Source: an optimization exercise on an open RTL-to-GDS flow (aim: small area). Production flows keep margins and buffers that such runs may drop. Only simulation tests tie the RTL to the original design; equivalence was not proved. Power figures rest on the tool's default switching activity, not on a simulated workload.

File: design.v
`timescale 1ns / 1ps
module bop_it(
	input clk,
	input rst,
	input [7:0] sw,
	input [4:0] btns,
	output [7:0] leds,
	output [6:0] ssd_digit,
	output [3:0] ssd_select
	);
localparam S_INIT = 3'd0, S_IDLE = 3'd1, S_LVL = 3'd2, S_LOSE = 3'd3,
           S_RNG = 3'd4, S_CHK = 3'd5, S_DLVL = 3'd6, S_WIN = 3'd7;
localparam D_BLANK = 3'd0, D_LET = 3'd1, D_LUL = 3'd2, D_DASH = 3'd4, D_SCORE = 3'd5;
reg [5:0] e;
reg [2:0] state;
reg [7:0] cnt;
reg [2:0] dm;
reg [12:0] move;
reg [7:0] sw_prev;
reg [4:0] btn_press;
reg corr;
reg [2:0] pa;      
reg [3:0] pb;      
reg [31:0] R;
reg flag;
reg [32:0] ring;
wire tick = &e;
wire [1:0] idx = {e[5] ^ e[4], ~e[4]};
wire st_rng = (state == S_RNG);
wire st_chk = (state == S_CHK);
wire [6:0] ce;
assign ce[0] = 1'b1;
genvar gi;
generate for (gi = 1; gi < 7; gi = gi + 1) begin : g_ce
	assign ce[gi] = ce[gi-1] & e[gi-1];
end endgenerate
wire [5:0] e_inc = e ^ ce[5:0];
wire [8:0] cc;
assign cc[0] = tick;
generate for (gi = 1; gi < 9; gi = gi + 1) begin : g_cc
	assign cc[gi] = cc[gi-1] & cnt[gi-1];
end endgenerate
wire [7:0] cnt_inc = cnt ^ cc[7:0];
reg [2:0] lvr;
always @(*) begin
	case (pa)
	3'd0: lvr = {2'b00, pb[3]};
	3'd1: lvr = (pb[3] | (pb[2] & pb[1])) ? 3'd2 : 3'd1;
	3'd2: lvr = (pb[3] | pb[2]) ? 3'd3 : 3'd2;
	3'd3: lvr = (pb[3] | pb[2] | pb[1]) ? 3'd4 : 3'd3;
	3'd4: lvr = pb[3] ? 3'd6 : 3'd5;
	3'd5: lvr = (pb[3] | (pb[2] & pb[1])) ? 3'd7 : 3'd6;
	default: lvr = 3'd7;
	endcase
end
wire l7 = pb[0] & (pa[0] ^ pb[1]) & (pa[1] ^ pb[2] ^ (pa[0] & pb[1]));
wire is64 = pa[2] & pa[1] & pb[2];
wire newgame = st_rng & dm[2];
wire ng = ~newgame;
wire m9 = ng & (lvr == 3'd2 || lvr == 3'd3 || lvr == 3'd4);
wire m13 = ng & (lvr[2] & (lvr[1] | lvr[0]));
wire n2 = ng & (lvr != 3'd0);
wire n3 = ng & (lvr[2] | (lvr[1] & lvr[0]));
wire n4 = ng & (lvr[2] & lvr[1]);
wire g3 = lvr[2] & ~lvr[1];
wire g2 = lvr[2] & lvr[1];
wire [7:0] bar = {&lvr, lvr[2] & lvr[1], lvr[2] & (lvr[1] | lvr[0]), lvr[2],
                  lvr[2] | (lvr[1] & lvr[0]), lvr[2] | lvr[1], |lvr, 1'b1};
wire en = st_rng & ~cnt[5] & (dm != D_LUL);
wire fb = R[31] ^ R[21] ^ R[1] ^ R[0];
wire [16:0] cr;
assign cr[0] = ~en;
generate for (gi = 1; gi < 17; gi = gi + 1) begin : g_cr
	assign cr[gi] = cr[gi-1] & R[gi-1];
end endgenerate
wire [15:0] r_inc = (R[15:0] ^ cr[15:0]) | {15'd0, cr[16]};
wire sample = en ? R[0] : R[31];
wire [3:0] acc = btn_press[3:0];
wire hb = ring[32];
wire [3:0] hs;
assign hs[0] = acc[0] ^ hb;
assign hs[1] = acc[1] ^ (acc[0] & hb);
assign hs[2] = acc[2] ^ (acc[1] & acc[0] & hb);
assign hs[3] = acc[3] | (acc[2] & acc[1] & acc[0] & hb);
wire ge3 = hs[3] | hs[2] | (hs[1] & hs[0]);
wire ge5 = hs[3] | (hs[2] & (hs[1] | hs[0]));
wire ge7 = hs[3] | (hs[2] & hs[1] & hs[0]);
wire hwrap = m13 ? ge7 : m9 ? ge5 : ge3;
wire [2:0] hd = m13 ? hs[2:0] + 3'd1 : m9 ? hs[2:0] - 3'd5 : hs[2:0] - 3'd3;
wire [3:0] hn = {hwrap ? hd : acc[2:0], hb ^ hwrap};
wire c32 = cnt[5] & ~cnt[2] & ~cnt[1] & ~cnt[0];
wire c33 = cnt[5] & ~cnt[1] & cnt[0];
wire hwin = st_rng & ((c32 & e[5]) | (c33 & ~e[5])) & ~e[0];
wire cap = st_rng & ((c32 & (e == 6'd63) & n4) |
                     (c33 & ((e == 6'd31) | (e == 6'd23 & n2) | (e == 6'd15 & n3))));
wire fin = g2 ? &cnt[4:0] : g3 ? (cnt[5] & cnt[3] & cnt[2] & cnt[1]) : &cnt[5:1];
wire half = g2 ? (~cnt[4] & (&cnt[3:0])) :
            g3 ? (~cnt[5] & cnt[4] & ~cnt[3] & (&cnt[2:0])) : (~cnt[5] & (&cnt[4:0]));
wire bwin = ~fin | (g2 ? ~(e[5] | e[4]) : g3 ? ~(e[5] & e[4] & e[3]) : ~e[5]);
wire c0 = ~|cnt;
wire c200 = cnt[7] & cnt[6] & cnt[3];
wire ctog = (cnt == 8'd30) | (cnt == 8'd60) | (cnt == 8'd90) |
            (cnt == 8'd120) | (cnt == 8'd150) | (cnt == 8'd180);
always @(posedge clk) begin
	e <= rst ? 6'd63 : e_inc;
	if (rst) begin
		R[15:0] <= 16'd1;
		flag <= 1'b0;
	end else begin
		R[15:0] <= flag ? {R[14:0], en ? fb : R[31]} : r_inc;
		if (!flag) flag <= en;
	end
	R[31:16] <= {R[30:16], R[15] & flag};
	ring <= {ring[31:0], (tick & st_rng & ~cnt[5]) ? sample : ring[32]};
	if (cap) move <= move | (13'd1 << acc);
	if (hwin) btn_press[3:0] <= hn;
	else if (tick & st_rng & ~c32) btn_press <= 5'd0;
	else if (st_chk & bwin)
		btn_press <= btn_press | btns;
	corr <= (sw == sw_prev) && (btn_press == move[4:0]);
	if (tick & ~st_chk)
		sw_prev <= sw ^ {move[12] & st_rng, move[11:5]};
	cnt <= (tick & (~state[2] | (st_rng & cnt[5] & cnt[2]) | (st_chk & fin) |
	                 (state == S_DLVL & c200))) ? 8'd0 : cnt_inc;
	if (rst) begin
		state <= S_INIT;
		dm <= D_BLANK;
	end else if (tick) begin
		case (state)
		S_INIT: begin
			state <= S_IDLE;
			dm <= D_DASH;
			move[12:5] <= 8'd0;
		end
		S_IDLE: begin
			if (sw[7] != sw_prev[7])
				state <= S_RNG;
			move[12:5] <= 8'd0;
		end
		S_RNG: begin
			if (&cnt[4:0])
				move <= 13'd0;
			if (c33) begin
				dm <= D_BLANK;
				if (newgame) begin
					pa <= 3'd0;
					pb <= 4'd0;
				end
			end
			if (cnt[5] & cnt[1] & cnt[0])
				dm <= D_LET;
			if (cnt[5] & cnt[2]) begin
				state <= S_CHK;
			end
		end
		S_CHK: begin
			if (fin) begin
				if (corr) begin
					if (pb[3] & pb[0]) begin
						pb <= 4'd0;
						pa <= {pa[2] ^ (pa[1] & pa[0]), pa[1] ^ pa[0], ~pa[0]};
					end else
						pb <= {pb[3] ^ (pb[2] & pb[1] & pb[0]), pb[2] ^ (pb[1] & pb[0]), pb[1] ^ pb[0], ~pb[0]};
					state <= l7 ? S_LVL : S_RNG;
				end else
					state <= S_LOSE;
			end else begin
				if (half) begin
					dm <= D_BLANK;
					move[12:5] <= 8'd0;
				end
			end
		end
		S_LVL: begin
			if (is64) begin
				state <= S_WIN;
				move[12:5] <= 8'hFF;
			end else
				state <= S_DLVL;
		end
		S_DLVL: begin
			if (c0)
				dm <= D_LUL;
			if (c200)
				state <= S_RNG;
		end
		S_LOSE: begin
			dm <= D_SCORE;
			state <= S_IDLE;
		end
		S_WIN: begin
			dm <= D_SCORE;
			if (ctog)
				move[12:5] <= ~move[12:5];
			else if (c200)
				state <= S_IDLE;
		end
		endcase
	end
end
wire ovr = (state == S_DLVL) | (state == S_INIT) | (st_rng & (~cnt[5] | ~(cnt[2] | cnt[1])));
assign leds = ovr ? ((dm == D_LUL) ? bar : 8'd0) : move[12:5];
function [6:0] dseg(input [3:0] d);
	reg A, B, C, D;
	begin
		{A, B, C, D} = d;
		dseg[0] = A | C | (B & D) | (~B & ~D);
		dseg[1] = ~B | (~C & ~D) | (C & D);
		dseg[2] = B | ~C | D;
		dseg[3] = A | (~B & ~D) | (~B & C) | (C & ~D) | (B & ~C & D);
		dseg[4] = (~B & ~D) | (C & ~D);
		dseg[5] = A | (~C & ~D) | (B & ~C) | (B & ~D);
		dseg[6] = A | (~B & C) | (B & ~C) | (C & ~D);
	end
endfunction
localparam [6:0] G_R = 7'b1010000, G_D = 7'b1011110, G_L = 7'b0111000,
                 G_U = 7'b0011100, G_C = 7'b1011000, G_DASH = 7'b1000000;
wire [1:0] lk = ~idx;
wire [1:0] lc2 = {move[0] & move[1], move[0] ^ move[1]};
wire [1:0] lc3 = {lc2[1] | (lc2[0] & move[2]), lc2[0] ^ move[2]};
wire [1:0] lc4 = {lc3[1] ^ (lc3[0] & move[3]), lc3[0] ^ move[3]};
wire sC = move[0] & (lk == 2'd0);
wire sU = move[1] & (lk == {1'b0, move[0]});
wire sL = move[2] & (lk == lc2);
wire sD = move[3] & (lk == lc3);
wire sR = move[4] & (lk == lc4);
wire [6:0] let_seg = {sC | sD | sR, sL, sC | sU | sL | sD | sR, sC | sU | sL | sD, sU | sD, sD, 1'b0};
wire lul = (dm == D_LUL);
wire [3:0] dval = lul ? {1'b0, lvr} + 4'd1 : idx[0] ? {1'b0, pa} : pb;
wire [6:0] dsg = dseg(dval);
reg [6:0] seg;
always @(*) begin
	case (dm)
	D_LET: seg = let_seg;
	D_LUL: seg = (idx == 2'd0) ? dsg : (idx == 2'd2) ? G_U : G_L;
	D_DASH: seg = G_DASH;
	D_SCORE: seg = idx[1] ? 7'd0 : dsg;
	default: seg = 7'd0;
	endcase
end
assign ssd_digit = ~seg;
assign ssd_select = ~(4'b0001 << idx);
endmodule
File: flow/run.sh
#!/bin/bash
# The standard ORFS layout (standard.sh), with three changes that only affect area:
#  * ABC restructures the combinational logic with &deepsyn and maps it for
#    area only (no buffering or upsizing; the clock period is 80 ns), from a
#    copy of ORFS's scripts folder;
#  * port buffers are sky130_fd_sc_hd__buf_1;
#  * CTS uses clkbuf_4 buffers and no dummy loads.
# Registers are untouched: synthesis is synth_recipe.tcl / ORFS synth.tcl up to
# the same dfflibmap, only the ABC script differs.
set -euo pipefail
cp -r "$FLOW_HOME/scripts" ./scripts_area
printf 'strash\n&get -n\n&st\n&deepsyn -T 30\n&put\ndch -f\namap\ntopo\nstime -c\n' > ./scripts_area/abc_area.script
export BUFFER_PORTS_ARGS="-buffer_cell sky130_fd_sc_hd__buf_1"
export CTS_ARGS="-sink_clustering_enable -repair_clock_nets -buf_list sky130_fd_sc_hd__clkbuf_4 -root_buf sky130_fd_sc_hd__clkbuf_4 -dont_use_dummy_load"
bash standard.sh SCRIPTS_DIR="$PWD/scripts_area" finish > standard.log 2>&1
File: standard.sh
#!/bin/bash
# synth_recipe.tcl (not shown) runs the flow's synth.tcl, then flattens the netlist and writes it again
# the make line also repeats each setting of config.mk as NAME=value (left out here)
make -C /OpenROAD-flow-scripts/flow DESIGN_CONFIG=/design/flow/config.mk WORK_HOME=/design/flow/orfs CLKGATE_MAP_FILE= SYNTH_SCRIPT=/design/flow/synth_recipe.tcl "${@:-finish}"
File: config.mk
export PLATFORM = sky130hd
export DESIGN_NAME = bop_it
export DESIGN_NICKNAME = bop_it
export VERILOG_FILES = /design/flow/design.v
export SDC_FILE = /design/flow/constraint.sdc
export NUM_CORES = 4
export LEC_CHECK = 0
export ABC_AREA = 1
export CAP_MARGIN = 20
export CORE_MARGIN = 2
export CORE_UTILIZATION = 70
export PLACE_DENSITY = 0.8
export SLEW_MARGIN = 20
File: constraint.sdc
create_clock -name core_clock -period 80.0 [get_ports {clk}]
set_input_delay 16.0000 -clock core_clock [delete_from_list [all_inputs] [get_ports {clk}]]
set_output_delay 16.0000 -clock core_clock [all_outputs]
set_load 0.01 [all_outputs]
==> notes.md, run 1 <==
Synth top area share=a little over a third; Final nets=a little over 700; Comb power frac=about a quarter; cell-internal power=around 0.00009 W; vias in the first global route=between 4000 and 5000; multi-input logic area=between 0.002 and 0.003 sq mm; post-CTS setup buffers=0; largest net degree at the start of global routing=20; total gr overflow=0; Cell variety after synth=42; top-count cell post-synth=dfxtp_1; DIE HEIGHT=between 90 and 100 um; Switching Power=0.0000513 W; top cells by area, synth=dfxtp_1 (36%), ha_1 (11%), edfxtp_1 (11%); worst skew pair latency=approximately 0.52 ns; Post-DRT Antenna Nets=0; Slew @ Worst Pin=1.06 ns; vias per cell=approximately 6.6; clock sinks=120; CTS resizes=0; Area Overhead vs Synth=7.32%; WL/cell=between 15 and 20 um; maximum vdd drop=~0.000020 V; RSZ-0062 raised after global routing=false; Req. time, crit path=64.00 ns; Synth Flop Type=dfxtp_1; register area share after synthesis=47.3%; post-placement cell area=0.00578 sq mm; fin area=around 0.0059 sq mm; num rows=32; initial antenna violation count=0; Hold/Removal Path Class=register to register; Min Clock Period, post-route=about 20 ns; Slew HR=a little under 30%; setup slack at placement=60.20 ns; switch share=a little over a third; H-tree Lvls=4; Fin Setup TNS=0 ns; DR vias=about 4900; Crit Path Max Fanout=8; Slew Viols, Final=0; Routability Congestion=a little under 1; fin crit share=roughly 25%; wl on met1=between 5000 and 6000 um; initial core utilization=slightly above 70%; Post-Syn Area=between 0.005 and 0.006 sq mm; number of hold buffers added after cts=0; Post-synth EDFFs=20; diode count=0; Commonest cells post-synth=dfxtp_1 (100), clkinv_1 (77), nor2_1 (75); pwr/cell area=~24 mW/mm^2; Post-Syn Nets=roughly 660; Core Area=0.00769 sq mm; Slowest-stage cell, CP=edfxtp_1; io pins=34; Initial DRC Count=557; status=timing/DRC/antenna clean; FF+latch count, synth=120; Filler Cell Count=roughly 520; CP most frequent cell=nor2_1; DP HPWL=10200 um; CP Launch Type=register; clock share of power=between 15 and 20%; clock root buffer=clkbuf_4; Final WS setup=59.67 ns; metal3 WL=between 1000 and 1500 um; placed instance count=729; gr usage total=a little over a third; DR WL met2=~7000 um; register area=~0.0026 sq mm; global-route wire length before repair=around 24000 um; TritonCTS clock tree=yes; number of remaining DRC errors=0; TritonCTS Buffers=17; CP Capture Type=output port; final-report hold violation count=0; DRT Pass-1 Iters=10; clk slew on worst S/H paths=between 0.1 and 0.15 ns; die width=between 90 and 100 um; Post-synth ARST share=0%; Seq pwr share=53.6%; Leak=~2.2 nW; Max Fclk=around 49 MHz; Arrival @ worst endpoint=4.33 ns; WS Path Type=register to output port; die area=~0.0086 sq mm; Max-Cap Viols=0; Ys Warns=1; area leader, netlist=dfxtp_1; Buffers on Ports=33; clk buf depth=2; Avg Cell Area, Syn=roughly 9.3 sq um; clock skew=between 0.04 and 0.05 ns; DR top layer=met4; fraction of layout cells with a size suffix above 1=under 10%; Layout Cells excl Fill=between 700 and 800; crit path cell chain=clkinv_1 -> ha_1 -> nor2b_1 -> a21oi_1 -> nor2_1 -> a2111oi_0 -> buf_4 -> clkinv_1 -> ha_1 -> clkinv_1 -> ha_1 -> a21oi_1 -> nor2_1 -> nor2_1 -> nor2_1 -> o31a_1 -> nor4_1 -> buf_1; final wirelength=approximately 15000 um; endpoints failing setup=0; CP max stage delay=approximately 0.50 ns; Synth Instances=between 500 and 600
state kept, by name (all words and copies together) (netlist names), 3 cells and up:
signal / flops
R: 32
btn_press: 5
cnt: 8
dm: 3
e: 6
move: 13
pa: 3
pb: 4
ring: 33
state: 3
sw_prev: 8
routing by layer:
metal	global-route usage, %	up-vias
met5	0	-
met4	16.9	0
met3	7.00	101
met2	60.2	349
met1	45.8	2220
li1	-	2256
layout make-up:
class,instances,area share (%)
Inverter,77,4.89
Sequential cell,120,44.1
Tap cell,102,2.16
Timing Repair Buffer,36,2.48
Multi-Input combinational cell,394,44.2
Clock buffer,17,2.16
placed cells by master, fill, tap and decap left out, drive strengths merged, types with 17 or more instances in the layout:
cell type and count:
nor3 19, a21oi 23, clkbuf 17, nor2 75
o21ai 25, buf 36, dfxtp 100, nand2 37
ha 49, o22ai 33, edfxtp 20, clkinv 77
worst max-delay path: cells and delay by family, from the launching register on:
kind / cells / cell delay (ns)
simple gates: 6 / 0.86
compound gates: 4 / 1.10
fa+ha+maj: 3 / 0.67
flops: 1 / 0.50
buf+inv: 5 / 0.70
logic make-up after synthesis:
group           count (synthesis)  synth area share (%)
simple gates                  186                  15.6
compound gates                157                  20.0
buf+inv                        77                  5.25
flops                         120                  47.3
fa+ha+maj                      51                  11.9
through the flow:
| stage | hold WS, ns | power (W) | utilization (%) |
|---|---|---|---|
| 5_1_grt | 0.310 | 0.000150 | 76.8 |
| 4_1_cts | 0.310 | 0.000142 | 76.8 |
| 6_report | 0.309 | 0.000144 | 76.8 |
| 3_5_place_dp | 0.313 | 0.000113 | 75.2 |
| 2_1_floorplan | 0.310 | 0.000102 | - |
| 3_3_place_gp | 0.312 | 0.000111 | 75.2 |
power by group through the flow:
stage,clock [W],sequential (W),combinational [W]
after CTS,0.0000281,0.0000767,0.0000371
after floorplan,0,0.0000754,0.0000268
after detailed placement,0,0.0000778,0.0000355
final,0.0000285,0.0000771,0.0000383
after global placement,0,0.0000772,0.0000336
after global routing,0.0000301,0.0000780,0.0000421
final timing paths:
path | depth (start not counted) | endpoint | start | slack [ns]
hold / removal | 0 | ring[10]$_DFF_P_ | ring[9]$_DFF_P_ | 0.31
setup / recovery | 18 | ssd_digit[6] | pa[1]$_SDFFCE_PN0P_ | 59.67
setup reg to reg | 24 | R[0]$_SDFF_PP1_ | state[0]$_SDFFE_PP0P_ | 74.31
hold reg to reg | 0 | ring[10]$_DFF_P_ | ring[9]$_DFF_P_ | 0.31
==> run 2, diff against run 1 <==
--- a/config.mk
+++ b/config.mk
@@ -8,6 +8,5 @@
 export ABC_AREA = 1
 export CAP_MARGIN = 20
 export CORE_MARGIN = 2
-export CORE_UTILIZATION = 70
-export PLACE_DENSITY = 0.8
+export CORE_UTILIZATION = 40
 export SLEW_MARGIN = 20
==> run 2 against run 1 <==
  * Cell area rose by 1.5%
  * Hold slack improved by 0.015 ns
  * Register-to-register slack improved by 0.66 ns
  * Cell count rose by 9.8%
  * Fmax fell by 2.0%
  * Clock power fell by 2%
  * Combinational power fell by 7.0%
  * Utilization fell by 32 points
  * Sequential cell count did not move
  * Synthesized area did not move
  * Still clean
  * Total power fell by 2.9%
  * Largest cell class unchanged
  * Highest routed layer unchanged
==> notes.md, run 2 <==
clk slew on worst S/H paths=0.09 ns (-0.03 ns); Post-DRT Antenna Nets=0 (unchanged); Min Clock Period, post-route=20.74 ns (+0.411 ns); placed instance count=802 (+10%); clk buf depth=2 (unchanged); most frequent cells in the layout=dfxtp_1 (100), clkinv_1 (77), nor2_1 (75), ha_1 (49), nand2_1 (37); CP Launch Type=register; Comb power frac=25.5% (-1.1 points); final-report hold violation count=0 (unchanged); PnR Total Power=0.000140 W (-2.9%); Slew Viols, Final=0 (unchanged); gr usage total=18.5% (-18 points); H-tree Lvls=4 (unchanged); TritonCTS Buffers=17 (unchanged); Max-Cap Viols=0 (unchanged); Ys Warns=1 (unchanged); CP Capture Type=output port; CTS resizes=0 (unchanged); DP HPWL=9740 um (-5.0%); DR vias=4563 (-7.4%); Slew HR=26.8% (-2.4 points); largest net degree at the start of global routing=20 (unchanged); RSZ-0062 raised after global routing=false; worst skew pair latency=0.51 ns (about the same); switch share=33.9% (-1.7 points); FF+latch count, synth=120 (unchanged); Top reg by flops=ring; io pins=34 (unchanged); Req. time, crit path=64.00 ns (about the same); die area=0.0147 sq mm (+71%); Area Overhead vs Synth=8.89%; Seq pwr share=54.6% (+1.0 points); WS Path Type=register to output port; vias per cell=5.57 (-16%); area leader, netlist=dfxtp_1; Filler Cell Count=1357 (+160%); Post-synth ARST share=0% (unchanged); Hold/Removal Path Class=register to register; Crit Path Max Fanout=8 (unchanged); Max Fclk=48.2 MHz (-2.0%); fraction of layout cells with a size suffix above 1=2.95% (-0.15 points); fin area=0.00599 sq mm (+1.5%); Final WS setup=59.26 ns (-0.411 ns); most common cell after layout, fill and taps aside=dfxtp_1; Synth top area share=36.4% (unchanged); clock root buffer=clkbuf_4; Avg Cell Area, Syn=9.31 sq um (unchanged); DRT Pass-1 Iters=5 (-5); post-CTS setup buffers=0 (unchanged); total gr overflow=0 (unchanged); Leak=2.21 nW (-0.21%); number of remaining DRC errors=0 (unchanged); Switching Power=0.0000474 W (-7.5%); post-placement cell area=0.00586 sq mm (+1.5%); Buffers on Ports=33 (unchanged); clock share of power=19.9% (about the same); Synth Flop Type=dfxtp_1; vias in the first global route=4345 (-8.0%); initial antenna violation count=0 (unchanged); DIE HEIGHT=121 um (+31%); top-count cell post-synth=dfxtp_1; pwr/cell area=23.3 mW/mm^2 (-4.3%); top cells by area, synth=dfxtp_1 (36%), ha_1 (11%), edfxtp_1 (11%); Slew @ Worst Pin=1.09 ns (+0.0311 ns); initial core utilization=41.2% (-30 points); fin crit share=25.9% (+0.51 points); Synth Instances=591 (unchanged); Initial DRC Count=274 (-51%); maximum vdd drop=0.0000160 V (-18%); global-route wire length before repair=21200 um (-11%); clock sinks=120 (unchanged); register area share after synthesis=47.3% (unchanged); cell-internal power=0.0000923 W (-0.39%); Regs by FF count=ring: 33 flops, R: 32 flops, move: 13 flops; setup slack at placement=59.59 ns (-0.617 ns); Core Area=0.0133 sq mm (+74%); num rows=42 (+31%); Arrival @ worst endpoint=4.74 ns (+0.41 ns); Fin Setup TNS=0 ns (unchanged); max FFs per register=33 (unchanged); Final nets=711 (-0.14%); Cell variety after synth=42 (unchanged); diode count=0 (unchanged); clock skew=0.0307 ns (-0.0135 ns); Commonest cells post-synth=dfxtp_1 (100), clkinv_1 (77), nor2_1 (75); TritonCTS clock tree=yes; Post-Syn Nets=657 (unchanged); WL/cell=15.7 um (-21%); endpoints failing setup=0 (unchanged); Post-Syn Area=0.00550 sq mm (unchanged); Layout Cells excl Fill=819 (+9.8%); status=timing/DRC/antenna clean; number of hold buffers added after cts=0 (unchanged); Routability Congestion=0.904 (-6.3%); die width=121 um (+31%); final wirelength=12900 um (-13%); Post-synth EDFFs=20 (unchanged)
-- run 2: cells by family after synthesis --
group	count (synthesis)	synth area share (%)
compound gates	157	20.0
buf+inv	77	5.25
flops	120	47.3
fa+ha+maj	51	11.9
simple gates	186	15.6
-- run 2: metal layers --
metal | vias to the layer above | track usage [%] | routed length, um
met5 | - | 0 | 0
met4 | 0 | 6.54 | 231
met3 | 19 | 5.17 | 723
met2 | 135 | 29.7 | 5840
met1 | 2135 | 23.8 | 6050
li1 | 2274 | - | -
-- run 2: critical path: stages, from the launching register on --
cell and delay, ns:
edfxtp_1 0.50, clkinv_1 0.18, ha_1 0.24, nor2b_1 0.16, a21oi_1 0.15, nor2_1 0.05, a2111oi_1 0.81, clkinv_1 0.22
ha_1 0.28, clkinv_1 0.06, ha_1 0.22, a21oi_1 0.31, nor2_1 0.13, nor2_1 0.23, nor2_1 0.08, o31a_1 0.25
nor4_1 0.20, buf_1 0.19
-- run 2: path summary, 6_finish.rpt --
kind	startpoint	slack [ns]	cells past startpoint	end
hold / removal	R[19]$_DFF_P_	0.32	0	R[20]$_DFF_P_
hold reg to reg	R[19]$_DFF_P_	0.32	0	R[20]$_DFF_P_
setup / recovery	pa[1]$_SDFFCE_PN0P_	59.26	17	ssd_digit[6]
setup reg to reg	state[0]$_SDFFE_PP0P_	74.97	24	R[0]$_SDFF_PP1_
-- run 2: metrics by stage --
| step | hold slack, ns | utilization [%] |
|---|---|---|
| after floorplan | 0.310 | - |
| after global placement | 0.312 | 43.9 |
| after detailed placement | 0.312 | 43.9 |
| after CTS | 0.330 | 44.9 |
| after global routing | 0.336 | 44.9 |
| final | 0.324 | 44.9 |
-- run 2: cell type report --
class / count / area [sq um] / area share (%)
well taps: 176 / 220 / 3.68
multi-input cells: 394 / 2610 / 43.6
flip-flops and latches: 120 / 2600 / 43.4
repair buffers: 35 / 139 / 2.32
inverters: 77 / 289 / 4.82
clock buffers: 17 / 128 / 2.13
-- run 2: power groups by stage --
stage | sequential (W) | clock [W] | combinational [W]
4_1_cts | 0.0000764 | 0.0000290 | 0.0000355
6_report | 0.0000763 | 0.0000279 | 0.0000356
2_1_floorplan | 0.0000754 | 0 | 0.0000268
5_1_grt | 0.0000775 | 0.0000315 | 0.0000410
3_3_place_gp | 0.0000776 | 0 | 0.0000342
3_5_place_dp | 0.0000777 | 0 | 0.0000352
==> run 3, diff against run 2 <==
--- a/design.v
+++ b/design.v
@@ -76,18 +76,10 @@
 wire [15:0] r_inc = (R[15:0] ^ cr[15:0]) | {15'd0, cr[16]};
 wire sample = en ? R[0] : R[31];
 wire [3:0] acc = btn_press[3:0];
-wire hb = ring[32];
-wire [3:0] hs;
-assign hs[0] = acc[0] ^ hb;
-assign hs[1] = acc[1] ^ (acc[0] & hb);
-assign hs[2] = acc[2] ^ (acc[1] & acc[0] & hb);
-assign hs[3] = acc[3] | (acc[2] & acc[1] & acc[0] & hb);
-wire ge3 = hs[3] | hs[2] | (hs[1] & hs[0]);
-wire ge5 = hs[3] | (hs[2] & (hs[1] | hs[0]));
-wire ge7 = hs[3] | (hs[2] & hs[1] & hs[0]);
-wire hwrap = m13 ? ge7 : m9 ? ge5 : ge3;
-wire [2:0] hd = m13 ? hs[2:0] + 3'd1 : m9 ? hs[2:0] - 3'd5 : hs[2:0] - 3'd3;
-wire [3:0] hn = {hwrap ? hd : acc[2:0], hb ^ hwrap};
+wire [4:0] h2 = {acc, ring[32]};
+wire [4:0] hm = {1'b0, m9 | m13, ~m9, 1'b0, 1'b1};    
+wire [5:0] hd = {1'b0, h2} - {1'b0, hm};
+wire [3:0] hn = hd[5] ? h2[3:0] : hd[3:0];
 wire c32 = cnt[5] & ~cnt[2] & ~cnt[1] & ~cnt[0];
 wire c33 = cnt[5] & ~cnt[1] & cnt[0];
 wire hwin = st_rng & ((c32 & e[5]) | (c33 & ~e[5])) & ~e[0];
@@ -226,7 +218,19 @@
 wire sR = move[4] & (lk == lc4);
 wire [6:0] let_seg = {sC | sD | sR, sL, sC | sU | sL | sD | sR, sC | sU | sL | sD, sU | sD, sD, 1'b0};
 wire lul = (dm == D_LUL);
-wire [3:0] dval = lul ? {1'b0, lvr} + 4'd1 : idx[0] ? {1'b0, pa} : pb;
+reg [3:0] lvp;
+always @(*) begin
+	case (pa)
+	3'd0: lvp = pb[3] ? 4'd2 : 4'd1;
+	3'd1: lvp = (pb[3] | (pb[2] & pb[1])) ? 4'd3 : 4'd2;
+	3'd2: lvp = (pb[3] | pb[2]) ? 4'd4 : 4'd3;
+	3'd3: lvp = (pb[3] | pb[2] | pb[1]) ? 4'd5 : 4'd4;
+	3'd4: lvp = pb[3] ? 4'd7 : 4'd6;
+	3'd5: lvp = (pb[3] | (pb[2] & pb[1])) ? 4'd8 : 4'd7;
+	default: lvp = 4'd8;
+	endcase
+end
+wire [3:0] dval = lul ? lvp : idx[0] ? {1'b0, pa} : pb;
 wire [6:0] dsg = dseg(dval);
 reg [6:0] seg;
 always @(*) begin
==> run 3 against run 2 <==
  * Register-to-register slack better by 0.44 ns
  * Still clean on timing, DRC and antenna
  * Sequential cell count is the same
  * First-iteration DRC count rose by 8.0%
  * Count of clock-buffer cells in the layout stayed put
  * Non-clock buffer count fell by 1
  * Sequential power shrank 8.3%
  * Via count is essentially flat
  * Synthesized area down 1.9%
  * Global-route usage increased by 0.43 points
  * Wire length is 0.80% lower
  * Worst setup slack better by 0.87 ns
  * Hold slack worse by 0.030 ns
==> notes.md, run 3 <==
clock skew=0.0449 ns (+0.0141 ns); Post-synth ARST share=0% (unchanged); Hold/Removal Path Class=register to register; number of hold buffers added after cts=0 (unchanged); register area=0.00260 sq mm (unchanged); Area Overhead vs Synth=8.90% (about the same); Crit Path Max Fanout=13 (+5); CP Launch Type=register; endpoints failing setup=0 (unchanged); DR vias=4560 (-0.066%); Fin Setup TNS=0 ns (unchanged); die area=0.0144 sq mm (-1.9%); H-tree Lvls=4 (unchanged); io pins=34 (unchanged); area leader, netlist=dfxtp_1; R2R setup slack=75.41 ns (+0.44 ns); Filler Cell Count=1325 (-2.4%); initial core utilization=40.9% (-0.31 points); fraction of layout cells with a size suffix above 1=2.80% (-0.16 points); met3 usage=4.33% (-0.84 points); gr usage total=18.9% (+0.43 points); initial antenna violation count=0 (unchanged); Post-synth EDFFs=20 (unchanged); Post-Syn Nets=653 (-0.61%); post-CTS setup buffers=0 (unchanged); Seq pwr share=53.3% (-1.3 points); Cell variety after synth=43 (+2.4%); met2 Usage GRT=30.8% (+1.0 points); Layout Cells excl Fill=819 (unchanged); pwr/cell area=22.3 mW/mm^2 (-4.3%); fin area=0.00588 sq mm (-1.9%); largest net degree at the start of global routing=21 (+5.0%); TritonCTS clock tree=yes; Max-Cap Viols=0 (unchanged); Arrival @ worst endpoint=3.87 ns (-0.87 ns); most frequent cells in the layout=dfxtp_1 (100), nor2_1 (93), clkinv_1 (69), ha_1 (45), nand2_1 (44); cell-internal power=0.0000874 W (-5.3%); Slew HR=31.8% (+5.0 points); reg-to-reg endpoint=R[0]$_SDFF_PP1_; total gr overflow=0 (unchanged); Req. time, crit path=64.00 ns (about the same); num rows=42 (unchanged); WL/cell=15.6 um (-0.80%); maximum vdd drop=0.0000136 V (-15%); clock sinks=120 (unchanged); DIE HEIGHT=120 um (-0.94%); Min Clock Period, post-route=19.87 ns (-0.871 ns); diode count=0 (unchanged); worst min-delay path startpoint=ring[9]$_DFF_P_; WS Path Type=register to output port; Final nets=706 (-0.70%); DRT Pass-1 Iters=5 (unchanged); Buffers on Ports=33 (unchanged); Slew Viols, Final=0 (unchanged); Avg Cell Area, Syn=9.12 sq um (-2.1%); status=timing/DRC/antenna clean; Routability Congestion=0.959 (+6.1%); top-count cell post-synth=dfxtp_1; worst hold path depth=0 (unchanged); CTS resizes=0 (unchanged); Ys Warns=1 (unchanged); vias per cell=5.57 (about the same); RR Startpoint=state[1]$_SDFFE_PP0P_; post-placement cell area=0.00575 sq mm (-1.9%); Regs by FF count=ring: 33 flops, R: 32 flops, move: 13 flops; worst skew pair latency=0.51 ns (about the same); Comb power frac=25.5% (about the same); Top reg by flops=ring; Slew @ Worst Pin=1.02 ns (-0.0707 ns); fin crit share=24.8% (-1.1 points); switch share=33.4% (-0.56 points); Synth top area share=37.1% (+0.72 points); Post-DRT Antenna Nets=0 (unchanged); die width=120 um (-0.94%); CP Capture Type=output port; Leak=2.27 nW (+2.6%); clock share of power=21.2% (+1.3 points); most common cell after layout, fill and taps aside=dfxtp_1; FF+latch count, synth=120 (unchanged); global route hottest layer=met2; clk buf depth=2 (unchanged); clk slew on worst S/H paths=0.11 ns (+0.02 ns); M1 GR Usage=24.2% (+0.45 points); number of remaining DRC errors=0 (unchanged); top cells by area, synth=dfxtp_1 (37%), edfxtp_1 (11%), ha_1 (10%); global-route wire length before repair=21500 um (+1.5%); Synth Instances=592 (+0.17%); multi-input logic area=0.00254 sq mm (-3.0%); final wirelength=12700 um (-0.80%); final-report hold violation count=0 (unchanged); Post-Syn Area=0.00540 sq mm (-1.9%); max FFs per register=33 (unchanged); FF-to-FF path depth=22 (-8.3%); Synth Flop Type=dfxtp_1; Initial DRC Count=296 (+8.0%); Max Fclk=50.3 MHz (+4.4%); DP HPWL=9840 um (+1.0%); register area share after synthesis=48.2% (+0.93 points); Switching Power=0.0000438 W (-7.7%); vias in the first global route=4405 (+1.4%); Core Area=0.0132 sq mm (-1.2%); Commonest cells post-synth=dfxtp_1 (100), nor2_1 (93), clkinv_1 (69); clock root buffer=clkbuf_4; placed instance count=802 (unchanged); TritonCTS Buffers=17 (unchanged); Hold Path Sink=ring[10]$_DFF_P_; RSZ-0062 raised after global routing=false
[run 3: per-layer routing]
layer,vias to the layer above,wire length (um)
met4,0,294
li1,2244,-
met5,-,0
met1,2130,5750
met3,25,806
met2,161,5900
[run 3: critical path, cell delays in order (launching register included)]
cell	delay [ns]
dfxtp_1	0.61
clkinv_1	0.50
ha_1	0.51
clkinv_1	0.14
nor2_1	0.13
a21oi_1	0.06
a2111oi_0	0.74
o21bai_1	0.25
nor4_1	0.09
nor3b_1	0.18
buf_1	0.16
[run 3: worst max-delay path by stage]
| stage | slack, ns | cells after the start | end | start |
|---|---|---|---|---|
| 6_report | 60.13 | 10 | ssd_digit[4] | e[4]$_SDFF_PP1_ |
| 5_1_grt | 59.83 | 10 | ssd_digit[4] | e[4]$_SDFF_PP1_ |
| 4_1_cts | 60.17 | 10 | ssd_digit[4] | e[4]$_SDFF_PP1_ |
| 3_5_place_dp | 60.76 | 10 | ssd_digit[4] | e[4]$_SDFF_PP1_ |
| 3_3_place_gp | 60.84 | 10 | ssd_digit[4] | e[4]$_SDFF_PP1_ |
| 2_1_floorplan | 61.34 | 18 | ssd_digit[6] | pa[1]$_SDFFCE_PN0P_ |
[run 3: stage by stage]
stage | setup WS (ns) | util, % | hold WS, ns | power, W
2_1_floorplan | 61.34 | - | 0.310 | 0.0000940
3_3_place_gp | 60.84 | 43.6 | 0.312 | 0.000103
3_5_place_dp | 60.76 | 43.6 | 0.312 | 0.000104
4_1_cts | 60.17 | 44.6 | 0.295 | 0.000132
5_1_grt | 59.83 | 44.6 | 0.298 | 0.000140
6_report | 60.13 | 44.6 | 0.294 | 0.000131
[run 3: area by class of cell]
cell class	count	area share, %
Clock buffer	17	2.17
Inverter	69	4.41
Multi-Input combinational cell	403	43.2
Sequential cell	120	44.3
Tap cell	176	3.75
Timing Repair Buffer	34	2.24
[run 3: cells by family after synthesis]
group,count (synthesis),share of synthesized area [%]
buffers and inverters,69,4.80
XOR/XNOR,1,0.162
adder cells (fa/ha/maj),46,10.8
AND/OR/NAND/NOR,204,16.9
flip-flops,120,48.2
AO/OA/AOI/OAI,152,19.2
[run 3: power by group through the flow]
stage,clock [W],combinational [W],sequential [W]
after floorplan,0,0.0000241,0.0000699
after global placement,0,0.0000323,0.0000712
after detailed placement,0,0.0000329,0.0000713
after CTS,0.0000291,0.0000332,0.0000699
after global routing,0.0000313,0.0000383,0.0000706
final,0.0000278,0.0000334,0.0000700
==> run 4, diff against run 3 <==
==> flow/run.sh (replaced) <==
#!/bin/bash
# The standard ORFS layout (standard.sh), with four changes that only affect area:
#  * no ADDER_MAP_FILE, so Yosys does not turn XOR/AND pairs into half-adder
#    cells ahead of ABC and ABC maps all the combinational logic;
#  * ABC restructures the combinational logic with &deepsyn and maps it for
#    area only (no buffering or upsizing; the clock period is 80 ns), from a
#    copy of ORFS's scripts folder;
#  * port buffers are sky130_fd_sc_hd__buf_1;
#  * CTS uses clkbuf_4 buffers and no dummy loads.
# Registers are untouched: synthesis is synth_recipe.tcl / ORFS synth.tcl up to
# the same dfflibmap; only the adder step and the ABC script differ.
set -euo pipefail
cp -r "$FLOW_HOME/scripts" ./scripts_area
printf 'strash\n&get -n\n&st\n&deepsyn -T 30\n&put\ndch -f\namap\ntopo\nstime -c\n' > ./scripts_area/abc_area.script
export BUFFER_PORTS_ARGS="-buffer_cell sky130_fd_sc_hd__buf_1"
export CTS_ARGS="-sink_clustering_enable -repair_clock_nets -buf_list sky130_fd_sc_hd__clkbuf_4 -root_buf sky130_fd_sc_hd__clkbuf_4 -dont_use_dummy_load"
bash standard.sh SCRIPTS_DIR="$PWD/scripts_area" ADDER_MAP_FILE= finish > standard.log 2>&1
==> run 4 against run 3 <==
  * Cell count rose by 3.8%
  * Count of clock-buffer cells in the layout is the same
  * Synthesized cell count is 5.6% higher
  * Register-to-register slack gained 0.50 ns
  * Utilization down 0.23 points
  * Hold slack improved by 0.011 ns
  * First-iteration DRC count increased by 34%
  * Cell area shrank 6.0%
  * Clock skew is 0.014 ns lower
  * Total power shrank 9.2%
  * Critical path type unchanged
  * Highest routed layer unchanged
==> notes.md, run 4 <==
status=timing/DRC/antenna clean; simple-gate share of the synthesized area=19.0% (+2.2 points); Top reg by flops=ring; CP Capture Type=output port; multi-input logic area=0.00207 sq mm (-18%); initial antenna violation count=0 (unchanged); family with the most delay on the worst path=compound AO/OA/AOI/OAI gates; Slew HR=26.2% (-5.6 points); DR vias=4552 (-0.18%); max FFs per register=33 (unchanged); Ys Warns=1 (unchanged); Post-DRT Antenna Nets=0 (unchanged); Slew @ Worst Pin=1.10 ns (+0.0795 ns); pwr/cell area=21.6 mW/mm^2 (-3.4%); CTS resizes=0 (unchanged); final-report hold violation count=0 (unchanged); register area=0.00260 sq mm (unchanged); Post-Syn Area=0.00504 sq mm (-6.6%); Filler Cell Count=1252 (-5.5%); post-placement cell area=0.00540 sq mm (-6.2%); most frequent cells in the layout=nor2_1 (135), dfxtp_1 (100), clkinv_1 (98), nand2_1 (45), o21ai_0 (44); Routability Congestion=0.903 (-5.8%); global-route wire length before repair=20700 um (-4.0%); Commonest cells post-synth=nor2_1 (135), dfxtp_1 (100), clkinv_1 (98); TritonCTS Buffers=17 (unchanged); DRT Pass-1 Iters=7 (+2); clock share of power=23.3% (+2.1 points); Req. time, crit path=64.00 ns (about the same); Slowest-stage cell, CP=edfxtp_1; number of hold buffers added after cts=0 (unchanged); clock root buffer=clkbuf_4; cell-internal power=0.0000827 W (-5.4%); Synth Flop Type=dfxtp_1; Max-Cap Viols=0 (unchanged); maximum vdd drop=0.0000130 V (-4.7%); Comb power frac=17.5% (-8.0 points); Synth top area share=39.7% (+2.6 points); Max Fclk=50.6 MHz (+0.52%); Leak=1.81 nW (-20%); clock sinks=120 (unchanged); CP max stage delay=0.49 ns (-0.25 ns); clk slew on worst S/H paths=0.10 ns (about the same); fin area=0.00553 sq mm (-6.0%); fin crit share=24.7% (-0.13 points); Final nets=694 (-1.7%); CP most frequent cell=o21ai_0; main combinational cell family by area after synthesis=compound AO/OA/AOI/OAI gates; hold slack=0.304 ns (+0.0108 ns); CP Buf/Inv Count=3 (unchanged); Cell variety after synth=35 (-19%); Synth Instances=625 (+5.6%); RSZ-0062 raised after global routing=false; mux cell area share after synthesis=0% (unchanged); Post-synth ARST share=0% (unchanged); area leader, netlist=dfxtp_1; Compound-Gate Fraction of Synth Area=22.0% (+2.9 points); H-tree Lvls=4 (unchanged); io pins=34 (unchanged); die area=0.0135 sq mm (-6.4%); clk buf depth=2 (unchanged); post-CTS setup buffers=0 (unchanged); num rows=41 (-2.4%); fraction of layout cells with a size suffix above 1=2.81% (+0.0071 points); XOR/XNOR share of the synthesized area=0% (-0.16 points); Arrival @ worst endpoint=3.77 ns (-0.10 ns); Min Clock Period, post-route=19.77 ns (-0.103 ns); DP HPWL=9490 um (-3.5%); Synth Area in Adders=0% (-11 points); register area share after synthesis=51.6% (+3.4 points); Area Overhead vs Synth=9.61%; Crit Path Max Fanout=6 (-7); Regs by FF count=ring: 33 flops, R: 32 flops, move: 13 flops; PnR Total Power=0.000119 W (-9.2%); Hold/Removal Path Class=register to register; vias per cell=5.36 (-3.8%); crit path cell chain=clkinv_1 -> nor2_1 -> nor2_1 -> a31oi_1 -> clkinv_1 -> nand3_1 -> a21oi_1 -> a21oi_1 -> o21ai_0 -> o21ai_0 -> nand2_1 -> o21ai_0 -> nor4bb_1 -> buf_1; Core Area=0.0125 sq mm (-5.5%); Buffers on Ports=33 (unchanged); top cells by area, synth=dfxtp_1 (40%), edfxtp_1 (12%), nor2_1 (10%); die width=116 um (-3.2%); gr usage total=20.1% (+1.2 points); Post-Syn Nets=640 (-2.0%); total gr overflow=0 (unchanged); Fin Setup TNS=0 ns (unchanged); WS Path Type=register to output port; DIE HEIGHT=116 um (-3.2%); clock skew=0.0305 ns (-0.0144 ns); WL/cell=14.7 um (-5.6%); number of remaining DRC errors=0 (unchanged); vias in the first global route=4282 (-2.8%); largest net degree at the start of global routing=24 (+14%); Slew Viols, Final=0 (unchanged); Initial DRC Count=398 (+34%); Post-synth EDFFs=20 (unchanged); most common cell after layout, fill and taps aside=nor2_1; switch share=30.6% (-2.8 points); initial core utilization=40.4% (-0.47 points); Avg Cell Area, Syn=8.07 sq um (-12%); final wirelength=12500 um (-2.0%); TritonCTS clock tree=yes; FF+latch count, synth=120 (unchanged); worst skew pair latency=0.53 ns (+0.02 ns); Seq pwr share=59.1% (+5.8 points); top-count cell post-synth=nor2_1; CP Launch Type=register; Switching Power=0.0000364 W (-17%); endpoints failing setup=0 (unchanged)
-- run 4: cells by family after synthesis --
kind of cell	Yosys count
AO/OA/AOI/OAI	175
buffers and inverters	98
flip-flops	120
AND/OR/NAND/NOR	232
-- run 4: path summary, 6_finish.rpt --
path	from	cells after the start	slack, ns	end
setup / recovery	pa[0]$_SDFFCE_PN0P_	14	60.23	ssd_digit[6]
hold / removal	ring[29]$_DFF_P_	0	0.30	ring[30]$_DFF_P_
setup reg to reg	dm[1]$_SDFFE_PP0P_	20	75.91	R[0]$_SDFF_PP1_
hold reg to reg	ring[29]$_DFF_P_	0	0.30	ring[30]$_DFF_P_
-- run 4: power by group through the flow --
stage	clock [W]	combinational (W)	sequential, W
6_report	0.0000278	0.0000209	0.0000704
5_1_grt	0.0000314	0.0000237	0.0000711
4_1_cts	0.0000293	0.0000208	0.0000703
3_5_place_dp	0	0.0000206	0.0000717
3_3_place_gp	0	0.0000202	0.0000716
2_1_floorplan	0	0.0000149	0.0000705
-- run 4: cell type report --
class | count | area share [%]
inverter | 98 | 6.66
sequential | 120 | 47.1
antenna | 1 | 0.0453
timing repair buffer | 35 | 2.51
tap | 172 | 3.89
multi-input combinational | 407 | 37.5
clock buffer | 17 | 2.31
-- run 4: stage by stage --
step | instances | utilization (%) | setup slack [ns]
finish | 850 | 44.3 | 60.23
global route | 849 | 44.3 | 59.83
CTS | 849 | 44.3 | 60.26
detailed placement | 832 | 43.3 | 60.90
global placement | 832 | 43.3 | 61.04
floorplan | 625 | - | 61.41
-- run 4: routing by layer --
metal	GRT usage [%]	share of wire (%)
met1	26.1	45
met2	31.6	45
met3	4.72	6.5
met4	9.52	3.0
met5	0	0
==> run 5, diff against run 4 <==
--- a/design.v
+++ b/design.v
@@ -69,7 +69,7 @@
 wire en = st_rng & ~cnt[5] & (dm != D_LUL);
 wire fb = R[31] ^ R[21] ^ R[1] ^ R[0];
 wire [16:0] cr;
-assign cr[0] = ~en;
+assign cr[0] = 1'b1;
 generate for (gi = 1; gi < 17; gi = gi + 1) begin : g_cr
 	assign cr[gi] = cr[gi-1] & R[gi-1];
 end endgenerate
@@ -96,7 +96,7 @@
 always @(posedge clk) begin
 	e <= rst ? 6'd63 : e_inc;
 	if (rst) begin
-		R[15:0] <= 16'd1;
+		R[15:0] <= 16'd0;
 		flag <= 1'b0;
 	end else begin
 		R[15:0] <= flag ? {R[14:0], en ? fb : R[31]} : r_inc;
==> run 5 against run 4 <==
  * Still clean
  * Utilization barely moved
  * Hold slack gained 0.022 ns
  * Combinational power decreased by 26%
  * Critical endpoint is now ssd_digit[4]
==> notes.md, run 5 <==
FF+latch count, synth=120 (unchanged); Synth Instances=619 (-0.96%); clk buf depth=2 (unchanged); Comb power frac=13.9% (-3.6 points); Hold/Removal Path Class=register to register; Post-DRT Antenna Nets=0 (unchanged); Filler Cell Count=1253 (+0.080%); Hold Path Sink=ring[18]$_DFF_P_; Routability Congestion=0.952 (+5.4%); register area share after synthesis=51.6% (unchanged); worst min-delay path startpoint=ring[17]$_DFF_P_; most common cell after layout, fill and taps aside=nor2_1; most frequent cells in the layout=nor2_1 (132), dfxtp_1 (100), clkinv_1 (84), nand2_1 (48), o21ai_0 (46); global-route wire length before repair=20000 um (-3.2%); cell-internal power=0.0000791 W (-4.4%); RR Startpoint=e[0]$_SDFF_PP1_; Max Fclk=50.1 MHz (-0.91%); gr usage total=19.4% (-0.71 points); Regs by FF count=ring: 33 flops, R: 32 flops, move: 13 flops; max FFs per register=33 (unchanged); io pins=34 (unchanged); initial core utilization=40.4% (unchanged); RSZ-0062 raised after global routing=false; CP Launch Type=register; Leak=1.86 nW (+2.6%); vias in the first global route=4183 (-2.3%); Post-synth EDFFs=20 (unchanged); reg-to-reg endpoint=pa[1]$_SDFFCE_PN0P_; Top reg by flops=ring; Final nets=687 (-1.0%); Avg Cell Area, Syn=8.14 sq um (+0.97%); Slew Viols, Final=0 (unchanged); Post-Syn Area=0.00504 sq mm (unchanged); vias per cell=5.42 (+1.2%); R2R setup slack=76.64 ns (+0.73 ns); Crit. Startpoint=dm[1]$_SDFFE_PP0P_; Area Overhead vs Synth=9.51% (about the same); Slew @ Worst Pin=0.962 ns (-0.137 ns); Core Area=0.0125 sq mm (unchanged); WL/cell=15.0 um (+1.9%); DIE HEIGHT=116 um (unchanged); Min Clock Period, post-route=19.95 ns (+0.181 ns); top cells by area, synth=dfxtp_1 (40%), edfxtp_1 (12%), nor2_1 (9.8%); clk slew on worst S/H paths=0.09 ns (about the same); switch share=28.8% (-1.8 points); Synth top area share=39.7% (unchanged); DR vias=4564 (+0.26%); die width=116 um (unchanged); status=timing/DRC/antenna clean; endpoints failing setup=0 (unchanged); num rows=41 (unchanged); Post-synth ARST share=0% (unchanged); setup slack at placement=60.65 ns (-0.244 ns); Crit Path Max Fanout=7 (+1); number of hold buffers added after cts=0 (unchanged); Max-Cap Viols=0 (unchanged); clock share of power=25.1% (+1.8 points); clock root buffer=clkbuf_4; fin area=0.00552 sq mm (about the same); Ys Warns=1 (unchanged); diode count=0 (-1); DP HPWL=9370 um (-1.3%); post-placement cell area=0.00539 sq mm (-0.14%); worst skew pair latency=0.53 ns (about the same); TritonCTS clock tree=yes; number of remaining DRC errors=0 (unchanged); top-count cell post-synth=nor2_1; clock skew=0.0325 ns (+0.00205 ns); area leader, netlist=dfxtp_1; initial antenna violation count=0 (unchanged); largest net degree at the start of global routing=26 (+8.3%); Final WS setup=60.05 ns (-0.181 ns); final-report hold violation count=0 (unchanged); Synth Flop Type=dfxtp_1; DRT Pass-1 Iters=7 (unchanged); total gr overflow=0 (unchanged); post-CTS setup buffers=0 (unchanged); TritonCTS Buffers=17 (unchanged); die area=0.0135 sq mm (unchanged); Req. time, crit path=64.00 ns (about the same); Seq pwr share=61.0% (+1.9 points); Switching Power=0.0000320 W (-12%); H-tree Lvls=4 (unchanged); CTS resizes=0 (unchanged); clock sinks=120 (unchanged); Commonest cells post-synth=nor2_1 (132), dfxtp_1 (100), clkinv_1 (84); fraction of layout cells with a size suffix above 1=2.84% (+0.029 points); Buffers on Ports=33 (unchanged); WS Path Type=register to output port; Arrival @ worst endpoint=3.95 ns (+0.18 ns); worst hold path depth=0 (unchanged); Post-Syn Nets=634 (-0.94%); maximum vdd drop=0.0000103 V (-21%); CP Capture Type=output port; Cell variety after synth=40 (+14%); pwr/cell area=20.1 mW/mm^2 (-6.6%); fin crit share=24.9% (+0.23 points); Initial DRC Count=446 (+12%); FF-to-FF path depth=8 (-60%); final wirelength=12600 um (+0.98%); Slew HR=35.3% (+9.1 points); Fin Setup TNS=0 ns (unchanged)
-- run 5: cell types whose count changed in the layout (fill, tap and decap cells not counted), moves of 5 or more --
cell	previous run	this run
o32ai_1	17	2
o31ai_1	6	1
a21oi_1	38	30
clkinv_1	98	84
a31oi_1	11	3
nor3_1	30	35
o21a_1	5	10
-- run 5: cell families (layout without fill, tap and decap cells) --
family	count (synthesis)	after routing	share of synthesized area [%]
simple gates	252	252	21.3
flops	120	120	51.6
buf+inv	84	135	6.25
compound gates	163	163	20.8
-- run 5: worst max-delay path by stage --
stage,cells past startpoint,slack [ns],end
floorplan,11,61.44,ssd_digit[4]
global placement,12,61.01,ssd_digit[4]
detailed placement,12,60.65,ssd_digit[4]
CTS,12,60.06,ssd_digit[4]
global route,12,59.56,ssd_digit[4]
finish,12,60.05,ssd_digit[4]
-- run 5: area by class of cell --
type	count	area (sq um)	area share [%]
tap	172	215	3.90
timing repair buffer	34	131	2.38
sequential	120	2600	47.1
clock buffer	17	128	2.31
multi-input combinational	415	2130	38.6
inverter	84	315	5.71
-- run 5: metal layers --
| metal | part of all wire, % | vias up | global-route usage (%) |
|---|---|---|---|
| met5 | 0 | - | 0 |
| met4 | 3.0 | 0 | 8.73 |
| met3 | 5.9 | 39 | 6.18 |
| met2 | 45 | 166 | 30.7 |
| met1 | 46 | 2069 | 24.1 |
| li1 | - | 2290 | - |
-- run 5: power by group through the flow --
stage                     clock network (W)  registers (W)   logic, W
after floorplan                           0      0.0000680  0.0000108
after global placement                    0      0.0000689  0.0000150
after detailed placement                  0      0.0000690  0.0000151
after CTS                         0.0000292      0.0000675  0.0000152
after global routing              0.0000316      0.0000680  0.0000171
final                             0.0000279      0.0000677  0.0000155
-- run 5: critical path: stages, from the launching register on --
cell       delay (ns)
dfxtp_1          0.33
clkinv_1         0.10
nor3_1           0.68
clkinv_1         0.39
nand2_1          0.23
nor2_1           0.06
a221oi_1         0.28
nand2_1          0.15
a21oi_1          0.14
o21ai_0          0.12
a2111oi_0        0.58
nor2b_1          0.21
buf_1            0.16
-- run 5: metrics by stage --
stage	instances	util [%]	power, W	hold slack, ns
floorplan	619	-	0.0000788	0.310
global placement	825	43.2	0.0000839	0.312
detailed placement	825	43.2	0.0000840	0.312
CTS	842	44.2	0.000112	0.331
global route	842	44.3	0.000117	0.338
finish	842	44.3	0.000111	0.326
==> run 6, diff against run 5 <==
--- a/flow/run.sh
+++ b/flow/run.sh
@@ -13,5 +13,5 @@
 cp -r "$FLOW_HOME/scripts" ./scripts_area
 printf 'strash\n&get -n\n&st\n&deepsyn -T 30\n&put\ndch -f\namap\ntopo\nstime -c\n' > ./scripts_area/abc_area.script
 export BUFFER_PORTS_ARGS="-buffer_cell sky130_fd_sc_hd__buf_1"
-export CTS_ARGS="-sink_clustering_enable -repair_clock_nets -buf_list sky130_fd_sc_hd__clkbuf_4 -root_buf sky130_fd_sc_hd__clkbuf_4 -dont_use_dummy_load"
+export CTS_ARGS="-sink_clustering_enable -repair_clock_nets -buf_list sky130_fd_sc_hd__clkbuf_4 -root_buf sky130_fd_sc_hd__clkbuf_4 -sink_clustering_size 30 -sink_clustering_max_diameter 80 -sink_clustering_levels 1 -dont_use_dummy_load"
 bash standard.sh SCRIPTS_DIR="$PWD/scripts_area" ADDER_MAP_FILE= finish > standard.log 2>&1
==> run 6 against run 5 <==
  * Utilization rose by 0.14 points
  * Synthesized cell count is 0.16% higher
  * Via count rose by 1.4%
  * Worst setup slack better by 0.0048 ns
  * Cell area rose by 0.32%
  * Clock skew increased by 0.0014 ns
  * First-iteration DRC count rose by 2.5%
  * Still clean
  * Non-clock buffer count is the same
  * Fmax hardly changed
  * Sequential cell count did not move
  * Critical endpoint is now ssd_digit[3]
  * Wire length decreased by 0.28%
==> notes.md, run 6 <==
WL/cell=14.9 um (-0.40%); switch share=32.3% (+3.4 points); clock root buffer=clkbuf_4; Slew @ Worst Pin=0.936 ns (-0.0262 ns); io pins=34 (unchanged); clock sinks=120 (unchanged); DIE HEIGHT=116 um (+0.11%); Slew Viols, Final=0 (unchanged); final wirelength=12600 um (-0.28%); Initial DRC Count=457 (+2.5%); Post-Syn Nets=635 (+0.16%); Crit Path Max Fanout=8 (+1); clock share of power=23.0% (-2.1 points); Top reg by flops=ring; vias in the first global route=4102 (-1.9%); global-route wire length before repair=20300 um (+1.3%); endpoints failing setup=0 (unchanged); die width=116 um (+0.11%); clk buf depth=2 (unchanged); DR vias=4627 (+1.4%); worst hold path depth=0 (unchanged); Regs by FF count=ring: 33 flops, R: 32 flops, move: 13 flops; PnR Total Power=0.000123 W (+11%); CP Capture Type=output port; Switching Power=0.0000398 W (+24%); Slew HR=37.1% (+1.8 points); Synth Flop Type=dfxtp_1; die area=0.0135 sq mm (+0.22%); vias per cell=5.49 (+1.3%); fin area=0.00554 sq mm (+0.32%); max FFs per register=33 (unchanged); top-count cell post-synth=nor2_1; post-CTS setup buffers=0 (unchanged); fraction of layout cells with a size suffix above 1=2.98% (+0.14 points); Min Clock Period, post-route=19.94 ns (-0.00480 ns); H-tree Lvls=4 (unchanged); Area Overhead vs Synth=9.61% (about the same); initial core utilization=40.5% (+0.090 points); setup slack at placement=60.67 ns (+0.0128 ns); Hold Path Sink=ring[18]$_DFF_P_; Ys Warns=1 (unchanged); fin crit share=24.9% (about the same); clk slew on worst S/H paths=0.10 ns (about the same); Hold/Removal Path Class=register to register; DRT Pass-1 Iters=5 (-2); pwr/cell area=22.3 mW/mm^2 (+11%); Post-synth EDFFs=20 (unchanged); CTS resizes=0 (unchanged); Final nets=688 (+0.15%); R2R setup slack=76.60 ns (-0.04 ns); CP Launch Type=register; post-placement cell area=0.00540 sq mm (+0.21%); TritonCTS Buffers=17 (unchanged); num rows=41 (unchanged); cell-internal power=0.0000835 W (+5.6%); maximum vdd drop=0.0000117 V (+14%); most common cell after layout, fill and taps aside=nor2_1; number of hold buffers added after cts=0 (unchanged); area leader, netlist=dfxtp_1; reg-to-reg endpoint=dm[0]$_SDFFE_PP0P_; top cells by area, synth=dfxtp_1 (40%), edfxtp_1 (12%), nor2_1 (9.9%); WS Path Type=register to output port; Seq pwr share=56.5% (-4.5 points); FF+latch count, synth=120 (unchanged); final-report hold violation count=0 (unchanged); RSZ-0062 raised after global routing=false; Req. time, crit path=64.00 ns (about the same); Leak=1.81 nW (-2.6%); Core Area=0.0125 sq mm (unchanged); clock skew=0.0339 ns (+0.00141 ns); RR Startpoint=pa[1]$_SDFFCE_PN0P_; Post-synth ARST share=0% (unchanged); Max-Cap Viols=0 (unchanged); worst skew pair latency=0.51 ns (-0.02 ns); Post-DRT Antenna Nets=0 (unchanged); Post-Syn Area=0.00505 sq mm (+0.22%); most frequent cells in the layout=nor2_1 (133), dfxtp_1 (100), clkinv_1 (87), o21ai_0 (46), nand2_1 (40); status=timing/DRC/antenna clean; Commonest cells post-synth=nor2_1 (133), dfxtp_1 (100), clkinv_1 (87); Cell variety after synth=36 (-10%); Max Fclk=50.1 MHz (about the same); diode count=0 (unchanged); worst min-delay path startpoint=ring[17]$_DFF_P_; Final WS setup=60.06 ns (+0.00480 ns); largest net degree at the start of global routing=24 (-7.7%); TritonCTS clock tree=yes; initial antenna violation count=0 (unchanged); register area share after synthesis=51.5% (-0.12 points); Buffers on Ports=33 (unchanged); gr usage total=19.3% (-0.056 points); Comb power frac=20.6% (+6.7 points); FF-to-FF path depth=14 (+6); Arrival @ worst endpoint=3.94 ns (about the same); Routability Congestion=0.937 (-1.6%); Fin Setup TNS=0 ns (unchanged); Avg Cell Area, Syn=8.15 sq um (about the same); total gr overflow=0 (unchanged); DP HPWL=9350 um (-0.24%); number of remaining DRC errors=0 (unchanged); Synth Instances=620 (+0.16%); Synth top area share=39.6% (-0.089 points)
-- run 6: cell families after synthesis --
logic type             Yosys count  synth area share, %
and+or+nand+nor                243                 20.6
AOI/OAI and AO/OA              170                 21.4
DFF                            120                 51.5
buffers and inverters           87                 6.46
-- run 6: worst max path at each step --
stage	startpoint	endpoint	slack (ns)
floorplan	dm[1]$_SDFFE_PP0P_	ssd_digit[3]	61.12
global placement	dm[1]$_SDFFE_PP0P_	ssd_digit[3]	60.93
detailed placement	dm[1]$_SDFFE_PP0P_	ssd_digit[3]	60.67
CTS	dm[1]$_SDFFE_PP0P_	ssd_digit[3]	60.11
global route	dm[1]$_SDFFE_PP0P_	ssd_digit[3]	59.48
finish	dm[1]$_SDFFE_PP0P_	ssd_digit[3]	60.06
-- run 6: critical path: stages, from the launching register on --
cell and delay, ns:
dfxtp_1 0.34, clkinv_1 0.11, nor3_1 0.66, clkinv_1 0.43
nor2_1 0.30, nand2_1 0.11, o2111ai_1 0.31, clkinv_1 0.17
a221oi_1 0.38, clkinv_1 0.10, o21ai_0 0.23, nor2_1 0.07
nor2_1 0.09, buf_1 0.15
-- run 6: area by class of cell --
type,instances,area (sq um)
fill,1260,6930
sequential,120,2600
multi-input combinational,413,2130
clock buffer,17,128
tap,172,215
timing repair buffer,34,131
inverter,87,327
-- run 6: metal layers --
layer / global-route usage (%) / vias up / wire [um]
met5: 0 / - / 0
met4: 7.54 / 0 / 362
met3: 5.45 / 26 / 867
met2: 29.6 / 163 / 5600
met1: 25.8 / 2139 / 5750
li1: - / 2299 / -
-- run 6: through the flow --
step           utilization (%)  cells  hold slack (ns)
4_1_cts                   44.3    843            0.317
6_report                  44.4    843            0.321
3_3_place_gp              43.3    826            0.310
5_1_grt                   44.4    843            0.328
2_1_floorplan                -    620            0.310
3_5_place_dp              43.3    826            0.312
-- run 6: power by group through the flow --
stage / clock [W] / sequential, W / combinational [W]
after detailed placement: 0 / 0.0000709 / 0.0000248
final: 0.0000283 / 0.0000696 / 0.0000253
after global placement: 0 / 0.0000708 / 0.0000245
after global routing: 0.0000319 / 0.0000703 / 0.0000284
after floorplan: 0 / 0.0000697 / 0.0000179
after CTS: 0.0000294 / 0.0000695 / 0.0000248

-- what the ideal ports hide --
No port has a modelled driver above. Below, the same layouts with a new extraction and two added sets of constraints.
Step 1: set_driving_cell puts a clkbuf_16 on clk and a buf_2 on each other input, an assumption about the parent block.
Step 2 moves the port delays by t, midway between the first and last clock arrival at a register: inputs arrive t later, outputs are due t later. That takes back most of the time a late clock gives input paths.
a / b / c = no drivers / after step 1 / after step 2; a / b = the first two.
run | t, ns | setup slack, ns | hold WS [ns] | worst setup path at the end | pins driven straight from the clock port
run 1 | 0.532 | 59.669 / 59.639 / 60.170 | 0.309 / 0.309 / 0.309 | register to output | 1
run 2 | 0.532 | 59.258 / 59.226 / 59.757 | 0.324 / 0.324 / 0.324 | register to output | 1
run 3 | 0.520 | 60.129 / 60.094 / 60.614 | 0.294 / 0.294 / 0.294 | register to output | 1
run 4 | 0.544 | 60.232 / 60.201 / 60.745 | 0.304 / 0.304 / 0.304 | register to output | 1
run 5 | 0.544 | 60.051 / 60.018 / 60.563 | 0.326 / 0.326 / 0.326 | register to output | 1
run 6 | 0.522 | 60.056 / 60.029 / 60.551 | 0.321 / 0.321 / 0.321 | register to output | 1
After both steps every run listed still meets setup and hold.
